This design comes from an exercise in tuning for small area, a short achievable clock period and few clock cycles per item on the open sky130 flow, not from production work.
At most, simulation tests tie the RTL to the original design; equivalence was not proved.
Function not checked in runs 1 to 5: the RTL went through the layout flow alone.
Power is estimated from default activity; no workload was simulated.

`design/flow/config.mk`:
```
export PLATFORM = sky130hd
export DESIGN_NAME = dma_top
export DESIGN_NICKNAME = dma_top
export VERILOG_FILES = /design/flow/design.v
export SDC_FILE = /design/flow/constraint.sdc
export NUM_CORES = 4
export LEC_CHECK = 0
export CAP_MARGIN = 20
export CORE_MARGIN = 2
export CORE_UTILIZATION = 45
export SETUP_SLACK_MARGIN = 1.3
export SLEW_MARGIN = 20
```
`design/flow/constraint.sdc`:
```
create_clock -name core_clock -period 3.5 [get_ports {clk}]
set_input_delay 0.7000 -clock core_clock [delete_from_list [all_inputs] [get_ports {clk}]]
set_output_delay 0.7000 -clock core_clock [all_outputs]
set_load 0.01 [all_outputs]
```
`design/flow/design.v`:
```
module master_dma (
    input  wire        clk,
    input  wire        reset,
    input  wire        trigger,
    input  wire [4:0]  length,
    input  wire [31:0] source_address,
    input  wire [31:0] destination_address,
    output wire        done,
    output wire [31:0] ARADDR,
    output wire        ARVALID,
    input  wire        ARREADY,
    input  wire [31:0] RDATA,
    input  wire        RVALID,
    output wire        RREADY,
    output wire [31:0] AWADDR,
    output wire        AWVALID,
    input  wire        AWREADY,
    output wire [31:0] WDATA,
    output wire        WVALID,
    input  wire        WREADY,
    input  wire        BVALID,
    output wire        BREADY
);
wire [2:0] words = length[4:2];
reg       started;      
reg       done_r;       
reg       b_is_last;    
reg [2:0] b_count;      
wire active = started | trigger;
addr_channel u_ar (.clk(clk), .reset(reset), .base(source_address), .words(words),
                   .active(active), .started(started), .ready(ARREADY),
                   .valid(ARVALID), .addr(ARADDR));
addr_channel u_aw (.clk(clk), .reset(reset), .base(destination_address), .words(words),
                   .active(active), .started(started), .ready(AWREADY),
                   .valid(AWVALID), .addr(AWADDR));
assign WVALID = RVALID & started;
assign WDATA  = RDATA;
assign RREADY = WREADY;
assign BREADY = 1'b1;
wire b_last = BVALID & b_is_last;
assign done = done_r | b_last;
wire [2:0] b_count_next = b_count + {2'd0, BVALID};
always @(posedge clk) begin
    if (reset) begin
        started   <= 1'b0;
        done_r    <= 1'b0;
        b_count   <= 3'd0;
    end else begin
        if (trigger)
            started <= 1'b1;
        if (b_last)
            done_r <= 1'b1;
        b_count   <= b_count_next;
    end
end
always @(posedge clk)
    b_is_last <= (b_count_next + 3'd1 == words);
endmodule
module addr_channel (
    input  wire        clk,
    input  wire        reset,
    input  wire [31:0] base,
    input  wire [2:0]  words,
    input  wire        active,
    input  wire        started,
    input  wire        ready,
    output wire        valid,
    output wire [31:0] addr
);
localparam GROUP = 9;                   
localparam NG = (27 + GROUP - 1) / GROUP;
reg           left;                     
reg  [2:0]    low;                      
reg  [NG-1:0] gcarry;                   
assign valid = left & active;
wire   accept = valid & ready;
assign addr[1:0] = base[1:0];
assign addr[4:2] = started ? low : base[4:2];
wire [2:0] low_next = addr[4:2] + {2'd0, accept};
wire [2:0] low_end  = base[4:2] + words;
wire       carry_next = gcarry[0] | (accept & (&addr[4:2]));
genvar k, g;
generate
    for (k = 5; k < 32; k = k + 1) begin : g_inc
        if ((k - 5) % GROUP == 0) begin : g_first
            assign addr[k] = base[k] ^ gcarry[(k - 5) / GROUP];
        end else begin : g_rest
            assign addr[k] = base[k] ^ (gcarry[(k - 5) / GROUP] & (&base[k-1:5 + GROUP * ((k - 5) / GROUP)]));
        end
    end
    for (g = 0; g < NG; g = g + 1) begin : g_carry
        wire next;
        if (g == 0) begin : g_low
            assign next = carry_next;
        end else begin : g_high
            assign next = carry_next & (&base[5 + GROUP * g - 1:5]);
        end
        always @(posedge clk) begin
            if (reset)
                gcarry[g] <= 1'b0;
            else
                gcarry[g] <= next;
        end
    end
endgenerate
always @(posedge clk)
    low <= low_next;
always @(posedge clk) begin
    if (reset)
        left <= 1'b1;
    else if (accept && low_next == low_end)
        left <= 1'b0;
end
endmodule
module dma_top (
    input  wire        clk,
    input  wire        reset,
    input  wire        trigger,
    input  wire [4:0]  length,
    input  wire [31:0] source_address,
    input  wire [31:0] destination_address,
    output wire        done,
    output wire [31:0] ARADDR,
    output wire        ARVALID,
    input  wire        ARREADY,
    input  wire [31:0] RDATA,
    input  wire        RVALID,
    output wire        RREADY,
    output wire [31:0] AWADDR,
    output wire        AWVALID,
    input  wire        AWREADY,
    output wire [31:0] WDATA,
    output wire        WVALID,
    input  wire        WREADY,
    input  wire        BVALID,
    output wire        BREADY
);
master_dma u_dma (
    .clk(clk),
    .reset(reset),
    .trigger(trigger),
    .length(length),
    .source_address(source_address),
    .destination_address(destination_address),
    .done(done),
    .ARADDR(ARADDR),
    .ARVALID(ARVALID),
    .ARREADY(ARREADY),
    .RDATA(RDATA),
    .RVALID(RVALID),
    .RREADY(RREADY),
    .AWADDR(AWADDR),
    .AWVALID(AWVALID),
    .AWREADY(AWREADY),
    .WDATA(WDATA),
    .WVALID(WVALID),
    .WREADY(WREADY),
    .BVALID(BVALID),
    .BREADY(BREADY)
);
endmodule
```
`design/flow/flow/run.sh`:
```
#!/bin/bash
# ORFS layout with two changes from the standard one:
#  - synthesis maps the logic with a plain delay-oriented ABC script (no
#    full/half-adder extraction, no ABC buffering or resizing); everything else
#    in synthesis, including the registers, is the standard synthesis;
#  - the port buffers are the smallest buffer cell.
set -euo pipefail
here=$(pwd)
rm -rf "$here/scripts_abc"
cp -r "$FLOW_HOME/scripts" "$here/scripts_abc"
printf '&get -n\n&st\n&dch\n&nf -p\n&put\n' > "$here/scripts_abc/abc_speed.script"
bash standard.sh "SCRIPTS_DIR=$here/scripts_abc" 'ADDER_MAP_FILE=' synth > synth.log 2>&1
bash standard.sh 'BUFFER_PORTS_ARGS=-buffer_cell sky130_fd_sc_hd__buf_1' finish > layout.log 2>&1
```
`design/flow/standard.sh`:
```
#!/bin/bash
# synth_recipe.tcl (not shown) runs the flow's synth.tcl, then flattens the netlist and writes it again
# the make line also repeats each setting of config.mk as NAME=value (left out here)
make -C /OpenROAD-flow-scripts/flow DESIGN_CONFIG=/design/flow/config.mk WORK_HOME=/design/flow/orfs CLKGATE_MAP_FILE= SYNTH_SCRIPT=/design/flow/synth_recipe.tcl "${@:-finish}"
```
==> out/metrics.cfg, run 1 <==
[floorplanning]
die_h_um=70.9
die-width_um=70.9
die-area_um2=5020
core.rowCount=24
fp.coreArea_um2=4320
start_util_pct=46.5
num_io_pins=211

[critical_path]
r2r_end=u_dma.u_ar.left$_SDFFE_PP1P_
max_stage_delay_ns=0.26
path_cells=buf_8 > nand3_4 > and3b_2 > nand4_1 > nand2b_4 > xnor2_2 > buf_2
arrival_ns=1.69
r2r_cells=6
slowest_stage=and3b_2
end_kind=primary output
crit_required_ns=2.80
ff2ff_setup_slack_ns=1.39
startpoint_type=primary input
reg2reg_from=u_dma.started$_SDFFE_PP0P_
cp_max_fo=2
crit_type=in2out

[logic_synthesis]
async_reset_ff_share_pct=0
synth-edff-count=0
synth.area.top_cells=dfxtp_1 (20%), xnor2_1 (19%), buf_4 (14%)
syn_area_per_cell_um2=7.83
syn_nets=366
ys_seq_elements=20
synthCells=257
syn_area_um2=2010
ys_types=28
ys_seq_area_share_pct=19.9
yosysTopAreaCell=dfxtp_1
synth_top_area_share_pct=19.9
yosys_warnings=2
synth-main-ff-cell=dfxtp_1

[timing]
fin_crit_sh_pct=68.2
setup_viol=0
finalWorstPathRequiredPeriod_ns=2.39
setup_tns_ns=0
max_freq_ghz=0.419
slew_violations=0
hold_viol=0
finClkSkew_ns=0.00314
rsz0062_at_grt=yes
finalWorstSetupSlack_ns=1.11

[global_routing]
grtUsageTotal_pct=24.4
grt_pass1_vias=2024
grt_max_degree=11
grt_antenna_before_repair=0
grt_pass1_wl_mm=9.78
grt.overflow.total=0

[placement]
dp_hpwl_mm=5.05
place_ws_ns=0.816
globalplace.congestion=0.823
io_buffers=133

[cells_and_area]
num_antenna_cells=0
utilization_pct=70.5
nNetsFinal=493
area_growth_pct=51.6
final_common_cell=buf_1
mostFrequentLayoutCells=buf_1 (85), xnor2_1 (30), buf_2 (24)
drive_gt1_share_pct=30.9

[clock_network]
clkSlewWorstSetupHoldPaths_ns=0.08
cts_buffer_depth=2
cts_tree=yes
root_buffer=clkbuf_8
insertion_delay_ns=0.25
htree_levels=1
cts_buffers=3
cts_hold_buffers=0
clock-sinks=20

[status]
outcome=timing/DRC/antenna clean

[pwr]
p_leak_uw=0.00128
p_per_area_nw_per_um2=244
peakVddDrop_v=0.000232

[routing]
drc=0
vias_per_cell=5.17
firstDrtPassIters=4
num_vias=2244
wl_mm=6.81
drtIter0Drc=87
antenna_left=0
wl_per_cell_um=15.7

[min_path]
whs_path_depth=2
whs_endpoint=u_dma.u_aw.left$_SDFFE_PP1P_
hold_start=u_dma.u_aw.left$_SDFFE_PP1P_
hold_path_class=reg2reg

[run]
drv_cap=0

## logic make-up (layout without fill, tap and decap cells)
group,after synthesis,count (layout),synth area share [%]
buffers and inverters,43,168,15.1
and+or+nand+nor,90,90,24.0
xor gates and xnor gates,60,60,26.1
DFF,20,20,19.9
other,1,1,0.186
muxes,6,6,3.05
AOI/OAI and AO/OA,37,37,11.6
## flip-flops by register name (all words and copies together) (netlist names)
name and count:
u_dma.u_ar.gcarry 3, u_dma.u_aw.gcarry 3, u_dma.b_count 3, u_dma.u_aw.left 1, u_dma.u_aw.low 3, u_dma.u_ar.low 3, u_dma.b_is_last 1, u_dma.u_ar.left 1
u_dma.started 1, u_dma.done_r 1
## stage by stage
step,hold WS (ns),cells,cell area [um2],total power [uW]
2_1_floorplan,0.441,257,2130,469
3_3_place_gp,0.478,404,2400,534
3_5_place_dp,0.474,404,2400,536
4_1_cts,0.488,429,2880,725
5_1_grt,0.501,434,3050,788
6_report,0.486,434,3050,744
## layout make-up
type	count	area, um2
multi-input combinational	194	1590
fill	389	1270
timing repair buffer	160	931
inverter	5	18.8
clock buffer	3	41.3
sequential	20	402
tap	52	65.1
## synthesized netlist by cell type (5+ instances only)
master / n
xnor2_1: 43
xor2_1: 17
mux2i_1: 5
nand4_1: 9
buf_4: 38
a41oi_1: 6
nand3_1: 13
clkinv_1: 5
nor2b_1: 15
nand2_1: 15
nand2b_1: 7
nor2_1: 16
a21oi_1: 16
dfxtp_1: 20
## worst max path at each step
| stage | startpoint | end | depth (start not counted) |
|---|---|---|---|
| after floorplan | source_address[24] | ARADDR[31] | 5 |
| after global placement | destination_address[14] | AWADDR[22] | 7 |
| after detailed placement | destination_address[14] | AWADDR[22] | 7 |
| after CTS | source_address[17] | ARADDR[21] | 6 |
| after global routing | destination_address[14] | AWADDR[22] | 7 |
| final | destination_address[14] | AWADDR[22] | 7 |
## timing repair
item                                    CTS  global route
pin swaps                                13            11
resized for setup                        96            28
buffers inserted                         22             5
endpoints found under the setup margin   37            38
## worst max-delay path, delay by kind of cell
| family | cells | cell delay [ns] |
|---|---|---|
| buf+inv | 2 | 0.22 |
| xor+xnor | 1 | 0.12 |
| simple gates | 4 | 0.64 |
## power breakdown
part           internal, uW  total, uW  switching, uW
clock                  76.6        152           75.7
sequential              252        271           18.3
combinational           153        321            169
total                   481        744            263
## routing by layer
layer | up-vias | wire length, um | track usage (%)
met5 | - | 0 | 0
met4 | 0 | 36 | 2.73
met3 | 8 | 748 | 12.0
met2 | 102 | 3470 | 42.8
met1 | 1028 | 2560 | 27.7
li1 | 1106 | - | -
==> run 2: changes to the inputs <==
--- a/design/flow/design.v
+++ b/design/flow/design.v
@@ -67,7 +67,7 @@
     output wire        valid,
     output wire [31:0] addr
 );
-localparam GROUP = 9;                   
+localparam GROUP = 3;                   
 localparam NG = (27 + GROUP - 1) / GROUP;
 reg           left;                     
 reg  [2:0]    low;                      
==> out/metrics.cfg, run 2 <==
[pwr]
power.share.combinational_pct=26.1  ; was 43.2%
swShare_pct=29.6  ; was 35.3%
p_per_area_nw_per_um2=378  ; was 244 nW/um2
p_switching_uw=300  ; was 263 uW
p_leak_uw=0.000935  ; was 0.00128 uW
p_int_uw=713  ; was 481 uW
peakVddDrop_v=0.000335  ; was 0.000232 V
clkPwrFrac_pct=34.2  ; was 20.5%
p_seq_share_pct=39.8  ; was 36.4%

[critical_path]
path_depth=3  ; was 7
crit_buf_inv=2  ; unchanged
crit_required_ns=2.80  ; about the same
arrival_ns=1.42  ; was 1.69 ns
crit_family=flip-flops  ; was simple AND/OR/NAND/NOR gates
cp_max_fo=10  ; was 2
crit_type=reg2out  ; was in2out
slowest_stage=dfxtp_2  ; was and3b_2
r2r_cells=7  ; was 6
startpoint_type=register  ; was primary input
end_kind=primary output  ; unchanged
max_stage_delay_ns=0.48  ; was 0.26 ns
path_cells=mux2i_2 > clkinv_1 > buf_1  ; was buf_8 > nand3_4 > and3b_2 > nand4_1 > nand2b_4 > xnor2_2 > buf_2

[cells_and_area]
num_antenna_cells=0  ; unchanged
area_growth_pct=19.2  ; was 51.6%
mostFrequentLayoutCells=buf_1 (133), xnor2_1 (38), nand3_1 (34)  ; was buf_1 (85), xnor2_1 (30), buf_2 (24)
fillers=500  ; was 389
multi_input_area_um2=1320  ; was 1590 um2
drive_gt1_share_pct=3.99  ; was 30.9%
top_regs=u_dma.u_ar.gcarry: 9 flops, u_dma.u_aw.gcarry: 9 flops
nNetsFinal=484  ; was 493
final_common_cell=buf_1  ; unchanged
register_area_um2=642  ; was 402 um2

[timing]
rsz0062_at_grt=yes  ; unchanged
slew_violations=0  ; unchanged
max_freq_ghz=0.471  ; was 0.419 GHz
fin_crit_sh_pct=60.7  ; was 68.2%
setup_viol=0  ; unchanged
setup_tns_ns=0  ; unchanged
finalWorstSetupSlack_ns=1.38  ; was 1.11 ns
finClkSkew_ns=0.00844  ; was 0.00314 ns
finalWorstPathRequiredPeriod_ns=2.12  ; was 2.39 ns
hold_viol=0  ; unchanged

[clock_network]
clock-sinks=32  ; was 20
cts_buffers=5  ; was 3
clkSlewWorstSetupHoldPaths_ns=0.06  ; was 0.08 ns
postCtsSetupBuffers=0  ; was 22
cts_buffer_depth=2  ; unchanged
htree_levels=2  ; was 1
cts_tree=yes  ; unchanged
insertion_delay_ns=0.28  ; was 0.25 ns
root_buffer=clkbuf_8  ; unchanged

[logic_synthesis]
syn_area_per_cell_um2=8.23  ; was 7.83 um2
ys_seq_area_share_pct=28.5  ; was 19.9%
syn_nets=382  ; was 366
ys_types=28  ; unchanged
synth.area.top_cells=dfxtp_1 (29%), xnor2_1 (15%), buf_4 (13%)  ; was dfxtp_1 (20%), xnor2_1 (19%), buf_4 (14%)
syn_area_um2=2250  ; was 2010 um2
yosysTopAreaCell=dfxtp_1  ; unchanged
async_reset_ff_share_pct=0  ; unchanged
synthCells=273  ; was 257
synth-main-ff-cell=dfxtp_1  ; unchanged
ys_seq_elements=32  ; was 20
yosys_warnings=2  ; unchanged
synth_top_area_share_pct=28.5  ; was 19.9%
synth_common_cells=buf_4 (38), xnor2_1 (38), nand3_1 (34)  ; was xnor2_1 (43), buf_4 (38), dfxtp_1 (20)
synth-edff-count=0  ; unchanged

[floorplanning]
die-area_um2=5570  ; was 5020 um2
die-width_um=74.7  ; was 70.9 um
start_util_pct=47.3  ; was 46.5%
die_h_um=74.7  ; was 70.9 um
fp.coreArea_um2=4750  ; was 4320 um2
num_io_pins=211  ; unchanged
core.rowCount=25  ; was 24

[routing]
firstDrtPassIters=4  ; unchanged
drtIter0Drc=47  ; was 87
num_vias=2141  ; was 2244
antenna_left=0  ; unchanged
drc=0  ; unchanged
wl_mm=5.34  ; was 6.81 mm
wl_per_cell_um=12.1  ; was 15.7 um
vias_per_cell=4.83  ; was 5.17

[run]
drv_cap=0  ; unchanged

[global_routing]
grt.overflow.total=0  ; unchanged
grt_pass1_wl_mm=8.18  ; was 9.78 mm
grt_pass1_vias=1934  ; was 2024
grt_max_degree=12  ; was 11
grt_antenna_before_repair=0  ; unchanged
grtUsageTotal_pct=18.8  ; was 24.4%

[placement]
io_buffers=133  ; unchanged
globalplace.congestion=0.780  ; was 0.823
place_ws_ns=0.977  ; was 0.816 ns
dp_hpwl_mm=4.60  ; was 5.05 mm

[status]
outcome=timing/DRC/antenna clean  ; unchanged

[min_path]
whs_path_depth=2  ; unchanged
hold_path_class=reg2reg  ; unchanged

-- run 2: layout make-up --
cell class,instances,share of cell area [%]
clock buffers,5,2.57
multi-input cells,196,49.1
inverters,7,0.981
clock inverters,3,1.59
flip-flops and latches,32,24.0
well taps,67,3.13
repair buffers,133,18.6
-- run 2: logic make-up (layout without fill, tap and decap cells) --
kind of cell              count (synthesis)  after routing  share of synthesized area (%)
buffers and inverters                    45            148                           13.9
muxes                                     6              6                           2.84
other                                     1              1                          0.167
xor gates and xnor gates                 62             62                           24.2
DFF                                      32             32                           28.5
AOI/OAI and AO/OA                        31             31                           8.07
and+or+nand+nor                          96             96                           22.4
-- run 2: final timing paths --
path / slack, ns / start / to
setup / recovery: 1.38 / u_dma.started$_SDFFE_PP0P_ / AWADDR[2]
hold / removal: 0.48 / u_dma.u_ar.left$_SDFFE_PP1P_ / u_dma.u_ar.left$_SDFFE_PP1P_
setup reg to reg: 1.44 / u_dma.started$_SDFFE_PP0P_ / u_dma.u_aw.gcarry[8]$_SDFF_PP0_
hold reg to reg: 0.48 / u_dma.u_ar.left$_SDFFE_PP1P_ / u_dma.u_ar.left$_SDFFE_PP1P_
-- run 2: repair_timing --
item                       4_1_cts  5_1_grt
hold buffers                     0        0
resized for setup                2        4
setup endpoints to repair        6        4
-- run 2: stage by stage --
step	cells	instance area [um2]	hold slack (ns)	utilization [%]	power [uW]
floorplan	273	2250	0.441	-	613
global placement	435	2540	0.470	53.5	672
detailed placement	435	2540	0.472	53.5	674
CTS	443	2660	0.480	56.0	1030
global route	443	2680	0.512	56.3	1080
finish	443	2680	0.482	56.3	1010
-- run 2: routing by layer --
layer	part of all wire [%]	up-vias	global-route usage, %
met4	1.9	0	7.94
met5	0	-	0
li1	-	1082	-
met2	52	82	32.7
met1	39	963	21.3
met3	7.6	14	5.62
-- run 2: power by group through the flow --
stage	clock network, uW	logic, uW	registers, uW
after floorplan	0	206	406
after detailed placement	0	264	410
final	346	264	403
after global placement	0	262	410
after global routing	375	299	406
after CTS	358	266	403
-- run 2: worst register-to-register path, delay by kind of cell (launching register included) --
kind / cells / cell delay, ns
buf+inv: 1 / 0.09
flops: 1 / 0.48
compound gates: 2 / 0.41
simple gates: 4 / 1.04
==> run 3: changes to the inputs <==
--- a/design/flow/config.mk
+++ b/design/flow/config.mk
@@ -8,5 +8,4 @@
 export CAP_MARGIN = 20
 export CORE_MARGIN = 2
 export CORE_UTILIZATION = 45
-export SETUP_SLACK_MARGIN = 1.3
 export SLEW_MARGIN = 20
==> out/metrics.cfg, run 3 <==
[status]
outcome=timing/DRC/antenna clean  ; unchanged

[placement]
globalplace.congestion=0.771  ; was 0.780
placed_cell_area_um2=2540  ; unchanged
dp_hpwl_mm=4.71  ; was 4.60 mm
io_buffers=133  ; unchanged

[critical_path]
crit_required_ns=3.72  ; was 2.80 ns
reg2reg_from=u_dma.started$_SDFFE_PP0P_  ; unchanged
arrival_ns=2.74  ; was 1.42 ns
end_kind=register  ; was primary output
startpoint_type=register  ; unchanged
cp_max_fo=10  ; unchanged
crit_type=reg2reg  ; was reg2out
startpoint=u_dma.started$_SDFFE_PP0P_  ; unchanged

[floorplanning]
fp.coreArea_um2=4750  ; unchanged
die_h_um=74.7  ; unchanged
num_io_pins=211  ; unchanged
die-area_um2=5570  ; unchanged
core.rowCount=25  ; unchanged
start_util_pct=47.3  ; unchanged
die-width_um=74.7  ; unchanged

[run]
drv_cap=0  ; unchanged

[clock_network]
cts_buffers=5  ; unchanged
insertion_delay_ns=0.28  ; about the same
cts_hold_buffers=0  ; unchanged
cts_buffer_depth=2  ; unchanged
cts_tree=yes  ; unchanged
cts_resized=0  ; was 2
postCtsSetupBuffers=0  ; unchanged
clock-sinks=32  ; unchanged
root_buffer=clkbuf_8  ; unchanged
clkSlewWorstSetupHoldPaths_ns=0.07  ; was 0.06 ns
htree_levels=2  ; unchanged

[global_routing]
grt_pass1_wl_mm=7.93  ; was 8.18 mm
grtUsageTotal_pct=18.6  ; was 18.8%
grt_pass1_vias=1797  ; was 1934
grt_antenna_before_repair=0  ; unchanged
grt_max_degree=11  ; was 12
grt.overflow.total=0  ; unchanged

[routing]
wl_per_cell_um=12.4  ; was 12.1 um
vias_per_cell=4.77  ; was 4.83
num_vias=2113  ; was 2141
wl_mm=5.49  ; was 5.34 mm
drtIter0Drc=41  ; was 47
antenna_left=0  ; unchanged
drc=0  ; unchanged
firstDrtPassIters=4  ; unchanged

[cells_and_area]
fillers=514  ; was 500
stdcell_area_um2=2650  ; was 2680 um2
mostFrequentLayoutCells=buf_1 (133), xnor2_1 (38), nand3_1 (34)  ; unchanged
num_antenna_cells=0  ; unchanged
nNetsFinal=484  ; unchanged
register_area_um2=641  ; was 642 um2
final_common_cell=buf_1  ; unchanged
multi_input_area_um2=1290  ; was 1320 um2
drive_gt1_share_pct=1.86  ; was 3.99%
area_growth_pct=18.0  ; was 19.2%
top_regs=u_dma.u_ar.gcarry: 9 flops, u_dma.u_aw.gcarry: 9 flops  ; unchanged

[logic_synthesis]
syn_area_per_cell_um2=8.23  ; unchanged
synthCells=273  ; unchanged
yosys_warnings=2  ; unchanged
syn_area_um2=2250  ; unchanged
synth-edff-count=0  ; unchanged
async_reset_ff_share_pct=0  ; unchanged
yosysTopAreaCell=dfxtp_1  ; unchanged
syn_nets=382  ; unchanged
ys_seq_elements=32  ; unchanged
ys_seq_area_share_pct=28.5  ; unchanged
ys_types=28  ; unchanged
synth_common_cells=buf_4 (38), xnor2_1 (38), nand3_1 (34)  ; unchanged
synth_top_area_share_pct=28.5  ; unchanged
synth-main-ff-cell=dfxtp_1  ; unchanged
synth.area.top_cells=dfxtp_1 (29%), xnor2_1 (15%), buf_4 (13%)  ; unchanged

[timing]
rsz0062_at_grt=no  ; was yes
fin_crit_sh_pct=71.9  ; was 60.7%
max_freq_ghz=0.397  ; was 0.471 GHz
slew_violations=0  ; unchanged
setup_viol=0  ; unchanged
hold_viol=0  ; unchanged
finalWorstPathRequiredPeriod_ns=2.52  ; was 2.12 ns
finClkSkew_ns=0.00521  ; was 0.00844 ns
setup_tns_ns=0  ; unchanged

[pwr]
p_per_area_nw_per_um2=378  ; about the same
p_leak_uw=0.000935  ; about the same
peakVddDrop_v=0.000286  ; was 0.000335 V

[min_path]
hold_start=u_dma.u_ar.left$_SDFFE_PP1P_  ; unchanged
hold_path_class=reg2reg  ; unchanged

[run 3: worst max-delay path, stage by stage (launching register included)]
cell,delay [ns]
dfxtp_1,0.62
mux2_1,0.32
a41oi_1,0.13
or2_0,0.31
or3_1,0.50
nor4_1,0.36
and4_1,0.22
[run 3: cell families (layout without fill, tap and decap cells)]
| family | Yosys count | after routing | share of synthesized area [%] |
|---|---|---|---|
| AND/OR/NAND/NOR | 96 | 96 | 22.4 |
| XOR/XNOR | 62 | 62 | 24.2 |
| buffers and inverters | 45 | 148 | 13.9 |
| flip-flops | 32 | 32 | 28.5 |
| AO/OA/AOI/OAI | 31 | 31 | 8.07 |
| multiplexers | 6 | 6 | 2.84 |
| other | 1 | 1 | 0.167 |
[run 3: power breakdown]
part | leakage, uW | switching (uW) | internal (uW)
combinational | 0.000618 | 149 | 111
sequential | 0.000261 | 13.3 | 390
clock | 0.0000552 | 129 | 211
[run 3: final cells by class]
class,count,share of cell area (%)
clock inverter,2,1.32
sequential,32,24.2
clock buffer,6,2.74
multi-input combinational,196,48.8
tap,67,3.16
inverter,7,0.991
timing repair buffer,133,18.8
[run 3: per-stage QoR]
| stage | setup WS, ns | power (uW) | hold slack (ns) | instances | utilization [%] |
|---|---|---|---|---|---|
| floorplan | 1.17 | 612 | 0.441 | 273 | - |
| global placement | 0.854 | 671 | 0.468 | 435 | 53.5 |
| detailed placement | 0.837 | 672 | 0.467 | 435 | 53.5 |
| CTS | 0.979 | 1020 | 0.478 | 443 | 55.8 |
| global route | 0.787 | 1070 | 0.489 | 443 | 55.8 |
| finish | 0.983 | 1000 | 0.476 | 443 | 55.8 |
[run 3: final timing paths]
check	end	slack [ns]	cells past startpoint
max	u_dma.u_ar.gcarry[8]$_SDFF_PP0_	0.98	6
min	u_dma.u_ar.left$_SDFFE_PP1P_	0.48	2
max reg2reg	u_dma.u_ar.gcarry[8]$_SDFF_PP0_	0.98	6
min reg2reg	u_dma.u_ar.left$_SDFFE_PP1P_	0.48	2
[run 3: per-layer routing]
layer  track usage (%)  vias to the layer above  wire length (um)
li1                  -                     1085                 -
met1              24.2                      923              2350
met2              30.4                       99              2690
met3              5.35                        6               392
met4              4.96                        0                53
met5                 0                        -                 0
==> run 4: changes to the inputs <==
--- a/design/flow/design.v
+++ b/design/flow/design.v
@@ -67,7 +67,7 @@
     output wire        valid,
     output wire [31:0] addr
 );
-localparam GROUP = 3;                   
+localparam GROUP = 27;                  
 localparam NG = (27 + GROUP - 1) / GROUP;
 reg           left;                     
 reg  [2:0]    low;                      
==> out/metrics.cfg, run 4 <==
[status]
outcome=timing/DRC/antenna clean  ; unchanged

[global_routing]
grt_pass1_vias=1872  ; was 1797
grt_max_degree=12  ; was 11
grt_antenna_before_repair=1  ; was 0
grtUsageTotal_pct=20.0  ; was 18.6%
grt_pass1_wl_mm=8.07  ; was 7.93 mm
grt.overflow.total=0  ; unchanged

[logic_synthesis]
ys_seq_elements=16  ; was 32
synth.area.top_cells=xnor2_1 (20%), dfxtp_1 (17%), buf_4 (15%)  ; was dfxtp_1 (29%), xnor2_1 (15%), buf_4 (13%)
synth.most_common_cell=xnor2_1
synthCells=250  ; was 273
syn_area_um2=1930  ; was 2250 um2
ys_seq_area_share_pct=16.6  ; was 28.5%
synth-main-ff-cell=dfxtp_1  ; unchanged
async_reset_ff_share_pct=0  ; unchanged
syn_nets=359  ; was 382
synth_top_area_share_pct=20.4  ; was 28.5%
ys_types=29  ; was 28
synth_common_cells=xnor2_1 (45), buf_4 (38), xor2_1 (19)  ; was buf_4 (38), xnor2_1 (38), nand3_1 (34)
synth-edff-count=0  ; unchanged
yosysTopAreaCell=xnor2_1  ; was dfxtp_1
syn_area_per_cell_um2=7.72  ; was 8.23 um2
yosys_warnings=2  ; unchanged

[pwr]
p_leak_uw=0.000746  ; was 0.000935 uW
p_per_area_nw_per_um2=269  ; was 378 nW/um2
peakVddDrop_v=0.000148  ; was 0.000286 V
total_power_uw=613  ; was 1000 uW

[clock_network]
root_buffer=clkbuf_8  ; unchanged
cts_buffers=3  ; was 5
postCtsSetupBuffers=0  ; unchanged
clock-sinks=16  ; was 32
insertion_delay_ns=0.25  ; was 0.28 ns
htree_levels=1  ; was 2
clkSlewWorstSetupHoldPaths_ns=0.06  ; was 0.07 ns
cts_tree=yes  ; unchanged
cts_buffer_depth=2  ; unchanged

[cells_and_area]
drive_gt1_share_pct=1.99  ; was 1.86%
fillers=446  ; was 514
mostFrequentLayoutCells=buf_1 (133), xnor2_1 (45), xor2_1 (19)  ; was buf_1 (133), xnor2_1 (38), nand3_1 (34)
top_regs=u_dma.b_count: 3 flops, u_dma.u_ar.low: 3 flops, u_dma.u_aw.low: 3 flops  ; was u_dma.u_ar.gcarry: 9 flops, u_dma.u_aw.gcarry: 9 flops
final_common_cell=buf_1  ; unchanged
fin_cells=402  ; was 443
stdcell_area_um2=2280  ; was 2650 um2
area_growth_pct=18.1  ; was 18.0%
nNetsFinal=462  ; was 484

[min_path]
whs_path_depth=2  ; unchanged
hold_path_class=reg2reg  ; unchanged

[timing]
rsz0062_at_grt=no  ; unchanged
setup_tns_ns=0  ; unchanged
finClkSkew_ns=0.00371  ; was 0.00521 ns
max_freq_ghz=0.321  ; was 0.397 GHz
slew_violations=0  ; unchanged
finalWorstSetupSlack_ns=0.383  ; was 0.983 ns
finalWorstPathRequiredPeriod_ns=3.12  ; was 2.52 ns
fin_crit_sh_pct=89.0  ; was 71.9%
setup_viol=0  ; unchanged
relSlewSlack_pct=67.0
hold_viol=0  ; unchanged
worst_pin_slew_ns=0.481

[routing]
firstDrtPassIters=4  ; unchanged
drc=0  ; unchanged
vias_per_cell=5.04  ; was 4.77
wl_per_cell_um=12.2  ; was 12.4 um
drtIter0Drc=46  ; was 41
num_vias=2028  ; was 2113
antenna_left=0  ; unchanged
wl_mm=4.92  ; was 5.49 mm

[placement]
place_ws_ns=0.270  ; was 0.837 ns
placed_cell_area_um2=2230  ; was 2540 um2
dp_hpwl_mm=4.32  ; was 4.71 mm
io_buffers=133  ; unchanged
place_inst=398  ; was 435
globalplace.congestion=0.865  ; was 0.771

[critical_path]
reg2reg_from=u_dma.started$_SDFFE_PP0P_  ; unchanged
startpoint=destination_address[5]  ; was u_dma.started$_SDFFE_PP0P_
r2r_end=u_dma.u_aw.left$_SDFFE_PP1P_  ; was u_dma.u_ar.gcarry[8]$_SDFF_PP0_
cp_max_fo=5  ; was 10
crit_type=in2out  ; was reg2reg
arrival_ns=2.42  ; was 2.74 ns
endpoint=AWADDR[31]  ; was u_dma.u_ar.gcarry[8]$_SDFF_PP0_
startpoint_type=primary input  ; was register
slowest_stage=nor4b_2  ; was dfxtp_1
r2r_cells=6  ; unchanged
path_cells=buf_1 > nand4_1 > nor4b_2 > nor3b_1 > nand4_1 > nand2b_1 > xnor2_1 > buf_1  ; was mux2_1 > a41oi_1 > or2_0 > or3_1 > nor4_1 > and4_1
max_stage_delay_ns=0.37  ; was 0.62 ns
ff2ff_setup_slack_ns=1.34  ; was 0.98 ns
end_kind=primary output  ; was register
crit_required_ns=2.80  ; was 3.72 ns

[floorplanning]
num_io_pins=211  ; unchanged
core.rowCount=23  ; was 25
die-width_um=69.5  ; was 74.7 um
die_h_um=69.5  ; was 74.7 um
fp.coreArea_um2=4060  ; was 4750 um2
die-area_um2=4830  ; was 5570 um2
start_util_pct=47.6  ; was 47.3%

[run]
drv_cap=0  ; unchanged

## run 4: changes by cell type in the layout (fill, tap and decap cells not counted), sizes merged, moves of 3 or more
cell | previous run | this run
nand3 | 34 | 13
a41oi | 1 | 4
xor2 | 24 | 19
nand2 | 7 | 11
xnor2 | 38 | 45
a31oi | 0 | 3
nor2b | 21 | 18
dfxtp | 32 | 16
clkinv | 8 | 4
a21oi | 19 | 12
clkbuf | 6 | 3
nand4 | 0 | 16
nand2b | 2 | 6
buf | 133 | 136
## run 4: per-stage QoR
| step | utilization, % | hold slack (ns) |
|---|---|---|
| 4_1_cts | 56.0 | 0.478 |
| 6_report | 56.2 | 0.472 |
| 2_1_floorplan | - | 0.442 |
| 3_3_place_gp | 54.9 | 0.467 |
| 3_5_place_dp | 54.9 | 0.469 |
| 5_1_grt | 56.2 | 0.490 |
## run 4: cell type report
cell class	instances	area [um2]	area share, %
Antenna cell	1	2.50	0.110
Clock buffer	3	41.3	1.81
Inverter	4	15.0	0.659
Multi-Input combinational cell	192	1320	57.7
Sequential cell	16	320	14.1
Tap cell	50	62.6	2.74
Timing Repair Buffer	136	522	22.9
## run 4: what timing repair did
action,in CTS,in global routing
setup endpoints to repair,0,1
hold buffers,0,0
gates resized for setup,0,1
## run 4: per-layer routing
metal  up-vias  global-route usage, %  wire length, um
met5         -                      0                0
met4         0                   6.32               68
met3         8                   6.83              525
met2       106                   35.8             2430
met1       880                   22.1             1890
li1       1034                      -                -
## run 4: logic make-up (layout without fill, tap and decap cells)
group	after synthesis	after routing	synth area share, %
compound gates	30	30	9.92
xor+xnor	64	64	29.0
buf+inv	42	143	15.6
flops	16	16	16.6
mux	6	6	3.24
other cells	1	2	0.194
simple gates	91	91	25.5
## run 4: worst max-delay path: cells and delay by family
family	cells	cell delay, ns
XOR/XNOR	1	0.14
buffers and inverters	2	0.33
AND/OR/NAND/NOR	5	1.24
## run 4: power by group
group / switching (uW) / leakage, uW / total, uW / internal, uW
registers: 13.7 / 0.000133 / 221 / 207
clock network: 57.6 / 0.0000216 / 134 / 76.2
logic: 147 / 0.000592 / 258 / 111
total: 219 / 0.000746 / 613 / 394
## run 4: worst min path at each step
stage	startpoint	to	slack, ns
after global routing	u_dma.u_ar.left$_SDFFE_PP1P_	u_dma.u_ar.left$_SDFFE_PP1P_	0.49
after global placement	u_dma.u_ar.left$_SDFFE_PP1P_	u_dma.u_ar.left$_SDFFE_PP1P_	0.47
after detailed placement	u_dma.u_aw.left$_SDFFE_PP1P_	u_dma.u_aw.left$_SDFFE_PP1P_	0.47
after CTS	u_dma.u_aw.left$_SDFFE_PP1P_	u_dma.u_aw.left$_SDFFE_PP1P_	0.48
final	u_dma.u_ar.left$_SDFFE_PP1P_	u_dma.u_ar.left$_SDFFE_PP1P_	0.47
after floorplan	u_dma.u_ar.left$_SDFFE_PP1P_	u_dma.u_ar.left$_SDFFE_PP1P_	0.44
==> run 5: changes to the inputs <==
--- a/design/flow/config.mk
+++ b/design/flow/config.mk
@@ -8,4 +8,5 @@
 export CAP_MARGIN = 20
 export CORE_MARGIN = 2
 export CORE_UTILIZATION = 45
+export SETUP_SLACK_MARGIN = 1.3
 export SLEW_MARGIN = 20
==> out/metrics.cfg, run 5 <==
[global_routing]
grt_pass1_vias=2265  ; was 1872
grt_max_degree=12  ; unchanged
grt.overflow.total=0  ; unchanged
grt_pass1_wl_mm=10.3  ; was 8.07 mm
grt_antenna_before_repair=0  ; was 1
grtUsageTotal_pct=25.9  ; was 20.0%

[timing]
rsz0062_at_grt=yes  ; was no
max_freq_ghz=0.341  ; was 0.321 GHz
slew_violations=0  ; unchanged
fin_crit_sh_pct=83.8  ; was 89.0%
finClkSkew_ns=0.000721  ; was 0.00371 ns
setup_viol=0  ; unchanged
setup_tns_ns=0  ; unchanged
hold_viol=0  ; unchanged
finalWorstPathRequiredPeriod_ns=2.93  ; was 3.12 ns

[routing]
drtIter0Drc=86  ; was 46
drc=0  ; unchanged
wl_per_cell_um=19.0  ; was 12.2 um
firstDrtPassIters=4  ; unchanged
wl_mm=8.67  ; was 4.92 mm
num_vias=2494  ; was 2028
vias_per_cell=5.47  ; was 5.04
antenna_left=0  ; unchanged

[pwr]
total_power_uw=773  ; was 613 uW
p_leak_uw=0.00163  ; was 0.000746 uW
peakVddDrop_v=0.000328  ; was 0.000148 V
p_per_area_nw_per_um2=216  ; was 269 nW/um2

[logic_synthesis]
syn_area_per_cell_um2=7.72  ; unchanged
synth-edff-count=0  ; unchanged
synth_top_area_share_pct=20.4  ; unchanged
yosys_warnings=2  ; unchanged
ys_types=29  ; unchanged
ys_seq_elements=16  ; unchanged
syn_area_um2=1930  ; unchanged
synth.area.top_cells=xnor2_1 (20%), dfxtp_1 (17%), buf_4 (15%)  ; unchanged
synth-main-ff-cell=dfxtp_1  ; unchanged
ys_seq_area_share_pct=16.6  ; unchanged
synth.most_common_cell=xnor2_1  ; unchanged
async_reset_ff_share_pct=0  ; unchanged
yosysTopAreaCell=xnor2_1  ; unchanged
syn_nets=359  ; unchanged
synth_common_cells=xnor2_1 (45), buf_4 (38), xor2_1 (19)  ; unchanged
synthCells=250  ; unchanged

[floorplanning]
num_io_pins=211  ; unchanged
die-width_um=69.5  ; unchanged
die_h_um=69.5  ; unchanged
core.rowCount=23  ; unchanged
fp.coreArea_um2=4060  ; unchanged
start_util_pct=47.6  ; unchanged
die-area_um2=4830  ; unchanged

[clock_network]
cts_tree=yes  ; unchanged
clkSlewWorstSetupHoldPaths_ns=0.06  ; about the same
cts_hold_buffers=0  ; unchanged
htree_levels=1  ; unchanged
root_buffer=clkbuf_8  ; unchanged
cts_buffers=3  ; unchanged
insertion_delay_ns=0.25  ; about the same
clock-sinks=16  ; unchanged
cts_buffer_depth=2  ; unchanged

[cells_and_area]
final_common_cell=buf_1  ; unchanged
num_antenna_cells=0  ; was 1
nNetsFinal=516  ; was 462
drive_gt1_share_pct=49.5  ; was 1.99%
area_growth_pct=85.0  ; was 18.1%
top_regs=u_dma.b_count: 3 flops, u_dma.u_ar.low: 3 flops, u_dma.u_aw.low: 3 flops  ; unchanged
mostFrequentLayoutCells=buf_1 (58), buf_6 (46), buf_2 (40)  ; was buf_1 (133), xnor2_1 (45), xor2_1 (19)

[critical_path]
ff2ff_setup_slack_ns=1.35  ; was 1.34 ns
startpoint_type=primary input  ; unchanged
crit_required_ns=2.80  ; about the same
end_kind=primary output  ; unchanged
reg2reg_from=u_dma.started$_SDFFE_PP0P_  ; unchanged
r2r_cells=6  ; unchanged
cp_max_fo=4  ; was 5
crit_type=in2out  ; unchanged
r2r_end=u_dma.u_aw.left$_SDFFE_PP1P_  ; unchanged
arrival_ns=2.23  ; was 2.42 ns

[placement]
dp_hpwl_mm=4.15  ; was 4.32 mm
globalplace.congestion=0.831  ; was 0.865
io_buffers=133  ; unchanged

[min_path]
whs_path_depth=2  ; unchanged
hold_path_class=reg2reg  ; unchanged
whs_endpoint=u_dma.u_aw.left$_SDFFE_PP1P_  ; was u_dma.u_ar.left$_SDFFE_PP1P_
hold_start=u_dma.u_aw.left$_SDFFE_PP1P_  ; was u_dma.u_ar.left$_SDFFE_PP1P_

[status]
outcome=timing/DRC/antenna clean  ; unchanged

[run]
drv_cap=0  ; unchanged

## run 5: cell counts after synthesis
No cell type changed its count.
## run 5: cells by family (layout without fill, tap and decap cells)
group / Yosys count / after routing / synth area share [%]
buffers and inverters: 42 / 198 / 15.6
and+or+nand+nor: 91 / 91 / 25.5
other: 1 / 1 / 0.194
muxes: 6 / 6 / 3.24
AOI/OAI and AO/OA: 30 / 30 / 9.92
DFF: 16 / 16 / 16.6
xor gates and xnor gates: 64 / 64 / 29.0
## run 5: area by class of cell
cell class                      count  area, um2
Tap cell                           50       62.6
Clock buffer                        4       55.1
Fill cell                         210        487
Inverter                            4       15.0
Multi-Input combinational cell    192       1780
Timing Repair Buffer              190       1340
Sequential cell                    16        323
## run 5: how the worst max path moves through the flow
stage | cells after the start | slack [ns] | end | startpoint
final | 11 | 0.57 | AWADDR[16] | destination_address[5]
after global routing | 9 | 0.50 | AWADDR[30] | destination_address[5]
after CTS | 9 | 0.68 | AWADDR[31] | destination_address[8]
after detailed placement | 8 | 0.36 | AWADDR[31] | destination_address[13]
after global placement | 8 | 0.35 | AWADDR[23] | destination_address[5]
after floorplan | 6 | 0.69 | AWADDR[31] | destination_address[16]
## run 5: power by group
part / internal (uW) / switching [uW] / leakage, uW
registers: 207 / 20.4 / 0.000133
logic: 187 / 191 / 0.00147
clock network: 99.9 / 66.7 / 0.0000288
## run 5: routing by layer
layer / track usage, % / routed length [um] / vias up
met5: 0 / 0 / -
met4: 13.3 / 393 / 0
met3: 6.40 / 601 / 47
met2: 48.0 / 4770 / 144
met1: 26.6 / 2910 / 1166
li1: - / - / 1137
## run 5: metrics by stage
stage | utilization (%) | hold WS, ns | worst slack [ns] | cells | area, um2
2_1_floorplan | - | 0.442 | 0.691 | 250 | 2180
3_3_place_gp | 61.2 | 0.471 | 0.351 | 399 | 2480
3_5_place_dp | 61.2 | 0.474 | 0.361 | 399 | 2480
4_1_cts | 78.8 | 0.487 | 0.681 | 438 | 3200
5_1_grt | 88.0 | 0.495 | 0.502 | 456 | 3570
6_report | 88.0 | 0.482 | 0.568 | 456 | 3570
## run 5: critical path: stages
cell and delay [ns]:
buf_8 0.08, nand4_1 0.11, buf_6 0.14, buf_4 0.15
nor2_4 0.12, buf_4 0.13, buf_6 0.09, nand4_1 0.14
nor2b_1 0.25, xor2_1 0.18, buf_2 0.15
## run 5: repair_timing
action / CTS / global route
setup endpoints to repair: 52 / 53
buffers inserted: 35 / 18
gates resized for setup: 133 / 66
pin swaps: 35 / 31
==> run 6: changes to the inputs <==
--- a/design/flow/design.v
+++ b/design/flow/design.v
@@ -67,7 +67,7 @@
     output wire        valid,
     output wire [31:0] addr
 );
-localparam GROUP = 27;                  
+localparam GROUP = 4;                   
 localparam NG = (27 + GROUP - 1) / GROUP;
 reg           left;                     
 reg  [2:0]    low;                      
--- a/design/flow/config.mk
+++ b/design/flow/config.mk
@@ -7,6 +7,6 @@
 export LEC_CHECK = 0
 export CAP_MARGIN = 20
 export CORE_MARGIN = 2
-export CORE_UTILIZATION = 45
+export CORE_UTILIZATION = 55
 export SETUP_SLACK_MARGIN = 1.3
 export SLEW_MARGIN = 20
==> out/metrics.cfg, run 6 <==
[floorplanning]
die-area_um2=4450  ; was 4830 um2
num_io_pins=211  ; unchanged
die-width_um=66.7  ; was 69.5 um
core.rowCount=22  ; was 23
die_h_um=66.7  ; was 69.5 um
fp.coreArea_um2=3720  ; was 4060 um2
start_util_pct=58.2  ; was 47.6%

[cells_and_area]
mostFrequentLayoutCells=buf_1 (127), xnor2_1 (41), dfxtp_1 (27)  ; was buf_1 (58), buf_6 (46), buf_2 (40)
register_area_um2=564  ; was 323 um2
drive_gt1_share_pct=4.97  ; was 49.5%
num_antenna_cells=0  ; unchanged
final_common_cell=buf_1  ; unchanged
area_growth_pct=17.5  ; was 85.0%
fillers=352  ; was 210
nNetsFinal=472  ; was 516
multi_input_area_um2=1310  ; was 1780 um2
top_regs=u_dma.u_ar.gcarry: 7 flops, u_dma.u_aw.gcarry: 7 flops  ; was u_dma.b_count: 3 flops, u_dma.u_ar.low: 3 flops, u_dma.u_aw.low: 3 flops
utilization_pct=68.4  ; was 88.0%
stdcell_area_um2=2540  ; was 3570 um2

[critical_path]
max_stage_delay_ns=0.18  ; was 0.25 ns
crit_type=in2out  ; unchanged
slowest_stage=and2_4  ; was nor2b_1
crit_required_ns=2.80  ; about the same
cp_max_fo=4  ; unchanged
crit_family=buffers and inverters  ; unchanged
ff2ff_setup_slack_ns=1.53  ; was 1.35 ns
path_cells=buf_1 > and2_4 > nand3_1 > xnor2_1 > clkbuf_2  ; was buf_8 > nand4_1 > buf_6 > buf_4 > nor2_4 > buf_4 > buf_6 > nand4_1 > nor2b_1 > xor2_1 > buf_2
end_kind=primary output  ; unchanged
crit_buf_inv=2  ; was 6
startpoint_type=primary input  ; unchanged
arrival_ns=1.43  ; was 2.23 ns

[global_routing]
grt_antenna_before_repair=0  ; unchanged
grt_pass1_wl_mm=8.47  ; was 10.3 mm
grtUsageTotal_pct=25.7  ; was 25.9%
grt_pass1_vias=1826  ; was 2265
grt_max_degree=17  ; was 12
grt.overflow.total=0  ; unchanged

[logic_synthesis]
yosys_warnings=2  ; unchanged
async_reset_ff_share_pct=0  ; unchanged
synth.most_common_cell=xnor2_1  ; unchanged
synth_top_area_share_pct=25.9  ; was 20.4%
syn_nets=372  ; was 359
syn_area_um2=2160  ; was 1930 um2
synth-main-ff-cell=dfxtp_1  ; unchanged
synth_common_cells=xnor2_1 (41), buf_4 (38), dfxtp_1 (28)  ; was xnor2_1 (45), buf_4 (38), xor2_1 (19)
synthCells=263  ; was 250
syn_area_per_cell_um2=8.22  ; was 7.72 um2
yosysTopAreaCell=dfxtp_1  ; was xnor2_1
synth-edff-count=0  ; unchanged
ys_seq_elements=28  ; was 16
synth.area.top_cells=dfxtp_1 (26%), xnor2_1 (17%), buf_4 (13%)  ; was xnor2_1 (20%), dfxtp_1 (17%), buf_4 (15%)
ys_seq_area_share_pct=25.9  ; was 16.6%
ys_types=29  ; unchanged

[clock_network]
cts_buffers=3  ; unchanged
insertion_delay_ns=0.28  ; was 0.25 ns
cts_buffer_depth=2  ; unchanged
clock-sinks=28  ; was 16
clkSlewWorstSetupHoldPaths_ns=0.10  ; was 0.06 ns
postCtsSetupBuffers=0  ; was 35
htree_levels=1  ; unchanged
cts_hold_buffers=0  ; unchanged
root_buffer=clkbuf_8  ; unchanged
cts_tree=yes  ; unchanged

[routing]
wl_per_cell_um=14.2  ; was 19.0 um
vias_per_cell=5.12  ; was 5.47
drtIter0Drc=42  ; was 86
antenna_left=0  ; unchanged
firstDrtPassIters=4  ; unchanged
num_vias=2100  ; was 2494
drc=0  ; unchanged
wl_mm=5.83  ; was 8.67 mm

[placement]
globalplace.congestion=0.848  ; was 0.831
io_buffers=133  ; unchanged
placed_cell_area_um2=2440  ; was 2480 um2
dp_hpwl_mm=5.03  ; was 4.15 mm
place_ws_ns=1.01  ; was 0.361 ns

[timing]
max_freq_ghz=0.469  ; was 0.341 GHz
hold_viol=0  ; unchanged
finClkSkew_ns=0.00485  ; was 0.000721 ns
rsz0062_at_grt=yes  ; unchanged
slew_violations=0  ; unchanged
fin_crit_sh_pct=61.0  ; was 83.8%
finalWorstSetupSlack_ns=1.37  ; was 0.568 ns
setup_viol=0  ; unchanged
finalWorstPathRequiredPeriod_ns=2.13  ; was 2.93 ns
fin_hold_ws_ns=0.483  ; was 0.482 ns
setup_tns_ns=0  ; unchanged

[pwr]
p_leak_uw=0.000882  ; was 0.00163 uW
swShare_pct=30.6  ; was 36.0%
p_seq_share_pct=40.5  ; was 29.5%
p_per_area_nw_per_um2=346  ; was 216 nW/um2
clkPwrFrac_pct=29.0  ; was 21.6%
p_switching_uw=269  ; was 278 uW
p_int_uw=610  ; was 494 uW
peakVddDrop_v=0.000263  ; was 0.000328 V
power.share.combinational_pct=30.5  ; was 49.0%

[status]
outcome=timing/DRC/antenna clean  ; unchanged

[min_path]
hold_path_class=reg2reg  ; unchanged

[run]
drv_cap=0  ; unchanged

run 6: cell count changes after synthesis, moves of 3 or more:
cell | previous run | this run
nand2_1 | 11 | 16
clkinv_1 | 4 | 7
nand4_1 | 16 | 22
nand3_1 | 13 | 6
xnor2_1 | 45 | 41
a31oi_1 | 3 | 10
a41oi_1 | 4 | 1
dfxtp_1 | 16 | 28
nor2_1 | 15 | 12
xor2_1 | 19 | 23
nand2b_1 | 6 | 2
run 6: repair_timing:
action                     in CTS  in global routing
pin swaps                       0                  2
setup endpoints to repair       8                 13
gates resized for setup         4                 13
gates cloned                    0                  0
run 6: per-layer routing:
metal	wire [um]	up-vias	GRT usage, %
met4	125	0	8.93
met1	2230	918	29.3
met5	0	-	0
li1	-	1066	-
met3	757	10	13.3
met2	2720	106	41.0
run 6: stage by stage:
step | instances | total power, uW
after global routing | 410 | 931
after CTS | 410 | 885
final | 410 | 879
after detailed placement | 406 | 625
after global placement | 406 | 622
after floorplan | 263 | 563
run 6: final timing paths:
kind	from	endpoint	cells past startpoint
min reg2reg	u_dma.u_ar.left$_SDFFE_PP1P_	u_dma.u_ar.left$_SDFFE_PP1P_	2
max reg2reg	u_dma.started$_SDFFE_PP0P_	u_dma.u_ar.gcarry[6]$_SDFF_PP0_	6
max	source_address[17]	ARADDR[20]	5
min	u_dma.u_ar.left$_SDFFE_PP1P_	u_dma.u_ar.left$_SDFFE_PP1P_	2
run 6: cell type report:
| cell class | count | area share, % |
|---|---|---|
| repair buffers | 133 | 20.0 |
| well taps | 48 | 2.36 |
| flip-flops and latches | 28 | 22.2 |
| clock inverters | 1 | 1.18 |
| clock buffers | 3 | 1.63 |
| inverters | 7 | 1.03 |
| multi-input cells | 190 | 51.6 |
run 6: logic make-up (layout without fill, tap and decap cells):
kind of cell,count (synthesis),after routing,synth area share (%)
muxes,6,6,2.95
AOI/OAI and AO/OA,30,30,8.74
xor gates and xnor gates,64,64,25.9
DFF,28,28,25.9
buffers and inverters,45,144,14.4
other,1,1,0.173
and+or+nand+nor,89,89,21.9
run 6: power groups by stage:
stage / clock network (uW) / logic, uW / registers [uW]
after floorplan: 0 / 204 / 359
after global placement: 0 / 260 / 363
after detailed placement: 0 / 263 / 362
after CTS: 263 / 266 / 356
after global routing: 276 / 297 / 358
final: 255 / 268 / 356
run 6: worst register-to-register path: stages (launching register included):
cell     delay [ns]
dfxtp_4        0.41
mux2_2         0.32
a41oi_1        0.11
or2_0          0.30
nor4_2         0.33
nand4_1        0.20
nor3_1         0.24
Testbench counts of run 6, summed over its fixed seeds: cycles 29,253, words 9,566.
==> run 7: changes to the inputs <==
--- a/design/flow/config.mk
+++ b/design/flow/config.mk
@@ -7,6 +7,6 @@
 export LEC_CHECK = 0
 export CAP_MARGIN = 20
 export CORE_MARGIN = 2
-export CORE_UTILIZATION = 55
+export CORE_UTILIZATION = 50
 export SETUP_SLACK_MARGIN = 1.3
 export SLEW_MARGIN = 20
==> out/metrics.cfg, run 7 <==
[status]
outcome=timing/DRC/antenna clean  ; unchanged

[timing]
max_freq_ghz=0.469  ; about the same
setup_viol=0  ; unchanged
finalWorstPathRequiredPeriod_ns=2.13  ; about the same
slew_violations=0  ; unchanged
setup_tns_ns=0  ; unchanged
finClkSkew_ns=0.00242  ; was 0.00485 ns
fin_crit_sh_pct=60.9  ; was 61.0%
rsz0062_at_grt=no  ; was yes
hold_viol=0  ; unchanged

[cells_and_area]
mostFrequentLayoutCells=buf_1 (128), xnor2_1 (41), dfxtp_1 (27)  ; was buf_1 (127), xnor2_1 (41), dfxtp_1 (27)
final_common_cell=buf_1  ; unchanged
area_growth_pct=17.5  ; about the same
utilization_pct=62.2  ; was 68.4%
fin_cells=412  ; was 410
nNetsFinal=472  ; unchanged
drive_gt1_share_pct=4.70  ; was 4.97%
stdcell_area_um2=2540  ; about the same
num_antenna_cells=0  ; unchanged
top_regs=u_dma.u_ar.gcarry: 7 flops, u_dma.u_aw.gcarry: 7 flops  ; unchanged

[placement]
placed_cell_area_um2=2440  ; about the same
io_buffers=133  ; unchanged
dp_hpwl_mm=5.14  ; was 5.03 mm
globalplace.congestion=0.809  ; was 0.848
place_inst=408  ; was 406

[logic_synthesis]
synthCells=263  ; unchanged
synth-main-ff-cell=dfxtp_1  ; unchanged
synth.most_common_cell=xnor2_1  ; unchanged
ys_types=29  ; unchanged
synth.area.top_cells=dfxtp_1 (26%), xnor2_1 (17%), buf_4 (13%)  ; unchanged
ys_seq_elements=28  ; unchanged
syn_nets=372  ; unchanged
yosys_warnings=2  ; unchanged
syn_area_per_cell_um2=8.22  ; unchanged
synth_common_cells=xnor2_1 (41), buf_4 (38), dfxtp_1 (28)  ; unchanged
synth-edff-count=0  ; unchanged
yosysTopAreaCell=dfxtp_1  ; unchanged
syn_area_um2=2160  ; unchanged
synth_top_area_share_pct=25.9  ; unchanged
async_reset_ff_share_pct=0  ; unchanged
ys_seq_area_share_pct=25.9  ; unchanged

[critical_path]
arrival_ns=1.43  ; about the same
crit_required_ns=2.80  ; about the same
cp_max_fo=5  ; was 4
end_kind=primary output  ; unchanged
crit_type=in2out  ; unchanged
startpoint_type=primary input  ; unchanged

[pwr]
p_per_area_nw_per_um2=344  ; was 346 nW/um2
peakVddDrop_v=0.000389  ; was 0.000263 V
p_leak_uw=0.000879  ; was 0.000882 uW
total_power_uw=875  ; was 879 uW

[floorplanning]
die-width_um=69.8  ; was 66.7 um
fp.coreArea_um2=4090  ; was 3720 um2
start_util_pct=52.9  ; was 58.2%
die_h_um=69.8  ; was 66.7 um
num_io_pins=211  ; unchanged
die-area_um2=4870  ; was 4450 um2
core.rowCount=23  ; was 22

[global_routing]
grtUsageTotal_pct=22.4  ; was 25.7%
grt_pass1_vias=1955  ; was 1826
grt_pass1_wl_mm=8.93  ; was 8.47 mm
grt_antenna_before_repair=0  ; unchanged
grt.overflow.total=0  ; unchanged
grt_max_degree=17  ; unchanged

[routing]
drtIter0Drc=72  ; was 42
wl_mm=5.93  ; was 5.83 mm
wl_per_cell_um=14.4  ; was 14.2 um
vias_per_cell=5.13  ; was 5.12
drc=0  ; unchanged
antenna_left=0  ; unchanged
firstDrtPassIters=4  ; unchanged
num_vias=2114  ; was 2100

[clock_network]
htree_levels=1  ; unchanged
postCtsSetupBuffers=0  ; unchanged
clkSlewWorstSetupHoldPaths_ns=0.09  ; was 0.10 ns
cts_tree=yes  ; unchanged
root_buffer=clkbuf_8  ; unchanged
clock-sinks=28  ; unchanged
cts_hold_buffers=0  ; unchanged
insertion_delay_ns=0.27  ; was 0.28 ns
cts_buffers=3  ; unchanged
cts_buffer_depth=2  ; unchanged

[run]
drv_cap=0  ; unchanged

[min_path]
hold_path_class=reg2reg  ; unchanged

## run 7: path summary, 6_finish.rpt
| check | from | end | slack, ns | cells after the start |
|---|---|---|---|---|
| worst max-delay path | destination_address[9] | AWADDR[12] | 1.37 | 4 |
| worst max register to register | u_dma.started$_SDFFE_PP0P_ | u_dma.u_aw.gcarry[6]$_SDFF_PP0_ | 1.56 | 6 |
| worst min register to register | u_dma.u_ar.left$_SDFFE_PP1P_ | u_dma.u_ar.left$_SDFFE_PP1P_ | 0.49 | 2 |
| worst min-delay path | u_dma.u_ar.left$_SDFFE_PP1P_ | u_dma.u_ar.left$_SDFFE_PP1P_ | 0.49 | 2 |
## run 7: layer usage
| layer | vias to the layer above | part of all wire, % | routed length [um] | global-route usage, % |
|---|---|---|---|---|
| met3 | 8 | 13 | 784 | 12.1 |
| met2 | 111 | 48 | 2850 | 37.7 |
| met4 | 0 | 0.81 | 48 | 2.56 |
| met1 | 926 | 38 | 2250 | 25.9 |
| li1 | 1069 | - | - | - |
| met5 | - | 0 | 0 | 0 |
## run 7: worst max-delay path: stages
cell,delay (ns)
buf_1,0.19
nand4_1,0.17
xnor2_1,0.20
buf_1,0.17
## run 7: power breakdown
group          total, uW  switching [uW]  leakage (uW)  internal [uW]
sequential           356            13.2      0.000230            343
combinational        267             153      0.000614            114
clock                252            99.3     0.0000357            153
## run 7: what timing repair did
item	in CTS	in global routing
endpoints found under the setup margin	8	10
resized for setup	4	12
pin swaps	0	2
## run 7: area by class of cell
cell class	instances	area [um2]
Tap cell	50	62.6
Fill cell	402	1550
Clock buffer	3	41.3
Timing Repair Buffer	133	505
Sequential cell	28	564
Clock inverter	1	30.0
Multi-Input combinational cell	190	1310
Inverter	7	26.3
## run 7: cell families after synthesis
| family | after synthesis | synth area share, % |
|---|---|---|
| xor gates and xnor gates | 64 | 25.9 |
| AOI/OAI and AO/OA | 30 | 8.74 |
| buffers and inverters | 45 | 14.4 |
| DFF | 28 | 25.9 |
| and+or+nand+nor | 89 | 21.9 |
| other | 1 | 0.173 |
| muxes | 6 | 2.95 |
## run 7: stage by stage
stage	hold WS, ns	setup slack, ns
after floorplan	0.441	1.42
after global routing	0.524	1.26
final	0.489	1.37
after detailed placement	0.465	1.07
after global placement	0.472	1.08
after CTS	0.483	1.31
==> run 8: changes to the inputs <==
--- a/design/flow/config.mk
+++ b/design/flow/config.mk
@@ -7,6 +7,7 @@
 export LEC_CHECK = 0
 export CAP_MARGIN = 20
 export CORE_MARGIN = 2
-export CORE_UTILIZATION = 50
+export CORE_UTILIZATION = 45
+export PLACE_DENSITY = 0.8
 export SETUP_SLACK_MARGIN = 1.3
 export SLEW_MARGIN = 20
==> out/metrics.cfg, run 8 <==
[status]
outcome=timing/DRC/antenna clean  ; unchanged

[critical_path]
crit_buf_inv=2  ; unchanged
reg2reg_from=u_dma.started$_SDFFE_PP0P_  ; unchanged
endpoint=ARADDR[19]  ; was AWADDR[12]
startpoint=source_address[17]  ; was destination_address[9]
crit_family=simple AND/OR/NAND/NOR gates  ; was buffers and inverters
crit_required_ns=2.80  ; about the same
path_cells=buf_1 > and2_4 > nand3_1 > nor2b_1 > buf_2  ; was buf_1 > nand4_1 > xnor2_1 > buf_1
max_stage_delay_ns=0.19  ; was 0.20 ns
r2r_cells=6  ; unchanged
end_kind=primary output  ; unchanged
startpoint_type=primary input  ; unchanged
cp_max_fo=4  ; was 5
crit_type=in2out  ; unchanged
ff2ff_setup_slack_ns=1.62  ; was 1.56 ns
arrival_ns=1.45  ; was 1.43 ns
r2r_end=u_dma.u_ar.left$_SDFFE_PP1P_  ; was u_dma.u_aw.gcarry[6]$_SDFF_PP0_
slowest_stage=nor2b_1  ; was xnor2_1
path_depth=5  ; was 4

[logic_synthesis]
syn_area_per_cell_um2=8.22  ; unchanged
ys_seq_area_share_pct=25.9  ; unchanged
synth_top_area_share_pct=25.9  ; unchanged
ys_types=29  ; unchanged
yosysTopAreaCell=dfxtp_1  ; unchanged
synth_common_cells=xnor2_1 (41), buf_4 (38), dfxtp_1 (28)  ; unchanged
synth.most_common_cell=xnor2_1  ; unchanged
yosys_warnings=2  ; unchanged
synth.area.top_cells=dfxtp_1 (26%), xnor2_1 (17%), buf_4 (13%)  ; unchanged
synth-main-ff-cell=dfxtp_1  ; unchanged
async_reset_ff_share_pct=0  ; unchanged
ys_seq_elements=28  ; unchanged
syn_nets=372  ; unchanged
syn_area_um2=2160  ; unchanged
synth-edff-count=0  ; unchanged
synthCells=263  ; unchanged

[floorplanning]
core.rowCount=25  ; was 23
start_util_pct=46.1  ; was 52.9%
num_io_pins=211  ; unchanged
die-area_um2=5380  ; was 4870 um2
die-width_um=73.3  ; was 69.8 um
fp.coreArea_um2=4690  ; was 4090 um2
die_h_um=73.3  ; was 69.8 um

[clock_network]
cts_tree=yes  ; unchanged
clkSlewWorstSetupHoldPaths_ns=0.10  ; was 0.09 ns
cts_buffers=3  ; unchanged
postCtsSetupBuffers=0  ; unchanged
cts_hold_buffers=0  ; unchanged
htree_levels=1  ; unchanged
root_buffer=clkbuf_8  ; unchanged
clock-sinks=28  ; unchanged
cts_buffer_depth=2  ; unchanged
insertion_delay_ns=0.27  ; about the same

[global_routing]
grt_max_degree=17  ; unchanged
grtUsageTotal_pct=20.1  ; was 22.4%
grt_pass1_wl_mm=8.44  ; was 8.93 mm
grt_antenna_before_repair=0  ; unchanged
grt_pass1_vias=1907  ; was 1955
grt.overflow.total=0  ; unchanged

[timing]
finalWorstPathRequiredPeriod_ns=2.15  ; was 2.13 ns
setup_tns_ns=0  ; unchanged
slew_violations=0  ; unchanged
hold_viol=0  ; unchanged
max_freq_ghz=0.466  ; was 0.469 GHz
fin_crit_sh_pct=61.3  ; was 60.9%
finalWorstSetupSlack_ns=1.35  ; was 1.37 ns
setup_viol=0  ; unchanged
finClkSkew_ns=0.00389  ; was 0.00242 ns
fin_hold_ws_ns=0.478  ; was 0.489 ns
rsz0062_at_grt=no  ; unchanged

[cells_and_area]
num_antenna_cells=0  ; unchanged
final_common_cell=buf_1  ; unchanged
fin_cells=416  ; was 412
mostFrequentLayoutCells=buf_1 (126), xnor2_1 (41), dfxtp_1 (27)  ; was buf_1 (128), xnor2_1 (41), dfxtp_1 (27)
top_regs=u_dma.u_ar.gcarry: 7 flops, u_dma.u_aw.gcarry: 7 flops  ; unchanged
area_growth_pct=17.9  ; was 17.5%
drive_gt1_share_pct=4.97  ; was 4.70%
nNetsFinal=472  ; unchanged
stdcell_area_um2=2550  ; was 2540 um2

[min_path]
hold_path_class=reg2reg  ; unchanged

[routing]
drtIter0Drc=34  ; was 72
firstDrtPassIters=4  ; unchanged
drc=0  ; unchanged
num_vias=2128  ; was 2114
wl_per_cell_um=13.7  ; was 14.4 um
vias_per_cell=5.12  ; was 5.13
antenna_left=0  ; unchanged
wl_mm=5.70  ; was 5.93 mm

[pwr]
p_leak_uw=0.000882  ; was 0.000879 uW
peakVddDrop_v=0.000359  ; was 0.000389 V
p_per_area_nw_per_um2=346  ; was 344 nW/um2

[run]
drv_cap=0  ; unchanged

[placement]
place_inst=412  ; was 408
globalplace.congestion=0.769  ; was 0.809
place_ws_ns=0.943  ; was 1.07 ns
placed_cell_area_um2=2440  ; about the same
dp_hpwl_mm=4.99  ; was 5.14 mm
io_buffers=133  ; unchanged

==> run 8: report_power, final <==
group | internal, uW | switching [uW]
registers | 343 | 12.5
logic | 114 | 156
clock network | 153 | 103
total | 610 | 272
==> run 8: final cells by class <==
class	instances	area, um2
well taps	54	67.6
multi-input cells	190	1310
repair buffers	133	508
flip-flops and latches	28	564
inverters	7	26.3
clock inverters	1	30.0
fillers	471	2140
clock buffers	3	41.3
==> run 8: routing by layer <==
metal	GRT usage [%]	wire length, um
met3	9.60	675
met4	3.43	43
met1	21.8	2150
met5	0	0
met2	35.9	2830
==> run 8: how the worst min path moves through the flow <==
stage                                  from                            to  cells past startpoint
2_1_floorplan  u_dma.u_ar.left$_SDFFE_PP1P_  u_dma.u_ar.left$_SDFFE_PP1P_                      2
3_3_place_gp   u_dma.u_ar.left$_SDFFE_PP1P_  u_dma.u_ar.left$_SDFFE_PP1P_                      2
3_5_place_dp   u_dma.u_aw.left$_SDFFE_PP1P_  u_dma.u_aw.left$_SDFFE_PP1P_                      2
4_1_cts        u_dma.u_aw.left$_SDFFE_PP1P_  u_dma.u_aw.left$_SDFFE_PP1P_                      2
5_1_grt        u_dma.u_aw.left$_SDFFE_PP1P_  u_dma.u_aw.left$_SDFFE_PP1P_                      2
6_report       u_dma.u_aw.left$_SDFFE_PP1P_  u_dma.u_aw.left$_SDFFE_PP1P_                      2
==> run 8: what timing repair did <==
item                       CTS  global route
gates resized for setup      5            12
gates cloned                 0             0
pin swaps                    0             2
setup endpoints to repair   12            14
hold endpoints to repair     0             0
==> run 8: cell families (layout without fill, tap and decap cells) <==
kind of cell,count (synthesis),in the layout,synth area share (%)
buffers and inverters,45,144,14.4
flip-flops,28,28,25.9
multiplexers,6,6,2.95
XOR/XNOR,64,64,25.9
AND/OR/NAND/NOR,89,89,21.9
AO/OA/AOI/OAI,30,30,8.74
other,1,1,0.173
==> run 8: per-stage QoR <==
stage,util (%),total power [uW]
final,54.3,882
after global routing,54.3,942
after CTS,53.8,892
after detailed placement,52.1,630
after global placement,52.1,623
after floorplan,-,563
==> run 8: worst reg2reg max path: cells and delay by family (launching register included) <==
kind                      cells  cell delay [ns]
and+or+nand+nor               2             0.27
muxes                         1             0.43
xor gates and xnor gates      2             0.30
DFF                           1             0.45
AOI/OAI and AO/OA             1             0.34

[separate check: timing with driven ports]
How much do the figures lean on ideal ports? The routed layouts below were timed once more, with nothing changed but the port constraints. Step 1 sets driving cells, clkbuf_16 on the clock port and buf_2 on the other inputs (assumed; they add their load-dependent delay and slew). Step 2, shift: input delay + t, output delay - t, t = (earliest + latest rising clock arrival at the registers) / 2. This alone moves slack from input paths to output paths. a / b / c = ideal / step 1 / step 2; a / b = the first two.
run	shift t [ns]	setup slack, ns	clock arrival spread, ns	worst data-port slew with drivers (ns)	pins driven straight from the clock port
run 1	0.277	1.113 / 1.050 / 1.050	0.003 / 0.003	0.12	1
run 2	0.298	1.375 / 1.351 / 1.082	0.008 / 0.008	0.08	1
run 3	0.303	0.983 / 0.983 / 0.822	0.005 / 0.005	0.09	1
run 4	0.267	0.383 / 0.359 / 0.359	0.004 / 0.004	0.09	1
run 5	0.274	0.568 / 0.509 / 0.509	0.002 / 0.002	0.08	1
run 6	0.303	1.366 / 1.335 / 1.095	0.005 / 0.005	0.12	1
run 7	0.292	1.368 / 1.339 / 1.133	0.003 / 0.003	0.12	1
run 8	0.296	1.353 / 1.323 / 1.232	0.004 / 0.004	0.08	1
After both steps every run listed still meets setup and hold. The setup slack of run 2, which loses most, moves by -0.024 ns with the drivers and by -0.293 ns with both steps.
